Context: an optimization exercise on an open-source flow, tuned for small area and a short achievable clock period. The choices shown serve that exercise and are no tape-out recipe. The RTL was checked by simulation tests, not by an equivalence proof against the original design. Power is estimated from default activity; no workload was simulated.

==> flow/design.v (excerpt) <==
module mips_pipe(
	input clk,
	input rst_n,
	input [6:0] sw,
	input buttonpress,
	output [6:0] imem_addr,
	input [31:0] imem_rdata,
	output dmem_we,
	output dmem_re,
	output [4:0] dmem_addr,
	output [31:0] dmem_wdata,
	input [31:0] dmem_rdata,
	output [31:0] smg_data,
	output [7:0] led
);
For scale: ~5300 cells after synthesis, roughly 65000 um2 of cells after synthesis.
==> flow/config.mk <==
export PLATFORM = sky130hd
export DESIGN_NAME = mips_pipe
export DESIGN_NICKNAME = mips_pipe
export VERILOG_FILES = /design/flow/design.v
export SDC_FILE = /design/flow/constraint.sdc
export NUM_CORES = 4
export LEC_CHECK = 0
export CAP_MARGIN = 20
export CORE_MARGIN = 2
export CORE_UTILIZATION = 60
export CTS_BUF_LIST = sky130_fd_sc_hd__clkbuf_8
export CTS_CLUSTER_SIZE = 30
export PLACE_DENSITY = 0.7
export SETUP_SLACK_MARGIN = 5
export SLEW_MARGIN = 20
==> flow/constraint.sdc <==
create_clock -name core_clock -period 11.0 [get_ports {clk}]
set_input_delay 2.2000 -clock core_clock [delete_from_list [all_inputs] [get_ports {clk}]]
set_output_delay 2.2000 -clock core_clock [all_outputs]
set_load 0.01 [all_outputs]
standard.sh (not shown) runs the stock make flow with config.mk's settings and CLKGATE_MAP_FILE= SYNTH_SCRIPT=/design/flow/synth_recipe.tcl, a recipe that flattens the netlist after the stock synthesis.
==> flow/flow/run.sh <==
#!/bin/bash
# The standard layout (standard.sh: standard synthesis, floorplan, place, CTS, route),
# with these changes only:
set -euo pipefail
bash standard.sh SETUP_SLACK_MARGIN=6 MAX_REPAIR_ANTENNAS_ITER_DRT=10 \
  POST_GLOBAL_ROUTE_TCL="$PWD/flow/grt_post.tcl" finish > flow_make.log 2>&1
==> flow/flow/grt_post.tcl <==
# After the standard global-route antenna repair: one more diode pass that also treats
# nets within 20% of the antenna ratio limits as violating, so that detailed routing is
# less likely to leave a violation behind.
repair_antennas -ratio_margin 20 -iterations 3
check_placement -verbose
check_antennas -report_file $::env(REPORTS_DIR)/grt_antennas_margin.log
==> next run, changes <==
==> flow/flow/run.sh (replaced) <==
#!/bin/bash
set -euo pipefail
bash standard.sh SETUP_SLACK_MARGIN=6 finish > flow_make.log 2>&1
--- a/flow/config.mk
+++ b/flow/config.mk
@@ -8,8 +8,8 @@
 export CAP_MARGIN = 20
 export CORE_MARGIN = 2
-export CORE_UTILIZATION = 60
+export CORE_UTILIZATION = 55
 export CTS_BUF_LIST = sky130_fd_sc_hd__clkbuf_8
 export CTS_CLUSTER_SIZE = 30
-export PLACE_DENSITY = 0.7
+export PLACE_DENSITY = 0.65
 export SETUP_SLACK_MARGIN = 5
 export SLEW_MARGIN = 20
removed: flow/flow/grt_post.tcl
Worst hold slack gets worse by 0.0085 ns.
Final area increases slightly.
Synthesized area is unchanged.
Global-route usage decreases by 3.3 points.
Clock skew increases by 0.011 ns.
Die area increases by a little under a tenth.
Clock power increases by a few percent.
Core utilization decreases by 5.2 points.
Power increases slightly.
==> next run, changes <==
==> flow/run.sh (new file) <==
#!/bin/bash
# synth_recipe.tcl (not shown) runs the flow's synth.tcl, then flattens the netlist and writes it again
# the make line also repeats each setting of config.mk as NAME=value (left out here)
make -C /OpenROAD-flow-scripts/flow DESIGN_CONFIG=/design/flow/config.mk WORK_HOME=/design/flow/orfs CLKGATE_MAP_FILE= SYNTH_SCRIPT=/design/flow/synth_recipe.tcl finish
--- a/flow/config.mk
+++ b/flow/config.mk
@@ -8,8 +8,8 @@
 export CAP_MARGIN = 20
 export CORE_MARGIN = 2
-export CORE_UTILIZATION = 55
+export CORE_UTILIZATION = 40
 export CTS_BUF_LIST = sky130_fd_sc_hd__clkbuf_8
 export CTS_CLUSTER_SIZE = 30
-export PLACE_DENSITY = 0.65
+export PLACE_DENSITY = 0.55
 export SETUP_SLACK_MARGIN = 5
 export SLEW_MARGIN = 20
removed: flow/flow/run.sh
removed: flow/standard.sh
Now the flow reached the layout checks and failed them: antenna rules. Final area came out lower by a few percent. Global-route usage came out lower by 14 points. Final cell count came out higher by a little under a tenth. Die area came out higher by well over a third.
==> next run, changes <==
==> flow/flow/run.sh (new file) <==
#!/bin/bash
# The standard layout (standard.sh: standard synthesis, floorplan, place, CTS, route),
# with these changes only:
set -euo pipefail
bash standard.sh SETUP_SLACK_MARGIN=6 MAX_REPAIR_ANTENNAS_ITER_DRT=10 \
  POST_GLOBAL_ROUTE_TCL="$PWD/flow/grt_post.tcl" finish > flow_make.log 2>&1
==> flow/flow/grt_post.tcl (new file) <==
# After the standard global-route antenna repair: one more diode pass that also treats
# nets within 20% of the antenna ratio limits as violating, so that detailed routing is
# less likely to leave a violation behind.
repair_antennas -ratio_margin 20 -iterations 3
check_placement -verbose
check_antennas -report_file $::env(REPORTS_DIR)/grt_antennas_margin.log
==> flow/standard.sh (new file) <==
#!/bin/bash
# synth_recipe.tcl (not shown) runs the flow's synth.tcl, then flattens the netlist and writes it again
# the make line also repeats each setting of config.mk as NAME=value (left out here)
make -C /OpenROAD-flow-scripts/flow DESIGN_CONFIG=/design/flow/config.mk WORK_HOME=/design/flow/orfs CLKGATE_MAP_FILE= SYNTH_SCRIPT=/design/flow/synth_recipe.tcl "${@:-finish}"
--- a/flow/config.mk
+++ b/flow/config.mk
@@ -8,8 +8,9 @@
 export CAP_MARGIN = 20
 export CORE_MARGIN = 2
-export CORE_UTILIZATION = 40
+export CORE_UTILIZATION = 60
 export CTS_BUF_LIST = sky130_fd_sc_hd__clkbuf_8
-export CTS_CLUSTER_SIZE = 30
-export PLACE_DENSITY = 0.55
+export CTS_CLUSTER_DIAMETER = 100
+export CTS_CLUSTER_SIZE = 12
+export PLACE_DENSITY = 0.7
 export SETUP_SLACK_MARGIN = 5
 export SLEW_MARGIN = 20
removed: flow/run.sh
Effect:
- This time the run finished with timing, DRC and antenna clean
- count of clock-buffer cells in the layout is lower by 119
- combinational power is higher by about a fifth
- hold slack degrades by 0.0045 ns
- utilization is higher by 24 points
- critical path depth is higher by 11
- wire length is lower by a few percent
- fmax is higher by roughly a tenth

## afterwards: timing with drivers on the ports
In the flow no input, the clock included, has a driving cell. The finished layouts below were timed again as built, in two steps.
Step 1 assumes that a clkbuf_16 drives the clock port and a buf_2 every other input.
Step 2 also shifts input and output timing later by t, the mid clock arrival at the registers, as if the neighbouring blocks saw the same clock.
Slacks: ideal ports / drivers / drivers and shift; pairs: ideal ports / drivers.
| run | shift t [ns] | slack for setup (ns) | hold WS [ns] | latest minus earliest clock arrival (ns) |
|---|---|---|---|---|
| the first run | 1.019 | 5.401 / 5.401 / 4.624 | 0.353 / 0.353 / 0.353 | 0.062 / 0.062 |
| the second run | 1.050 | 5.539 / 5.539 / 4.697 | 0.345 / 0.345 / 0.345 | 0.068 / 0.069 |
| the third run | 1.099 | 4.997 / 5.046 / 3.947 | 0.361 / 0.361 / 0.361 | 0.099 / 0.099 |
| the fourth run | 0.974 | 5.557 / 5.557 / 4.747 | 0.356 / 0.356 / 0.356 | 0.057 / 0.057 |
For the third run, which loses most, drivers alone change the setup slack by +0.049 ns; drivers and shift together by -1.050 ns.
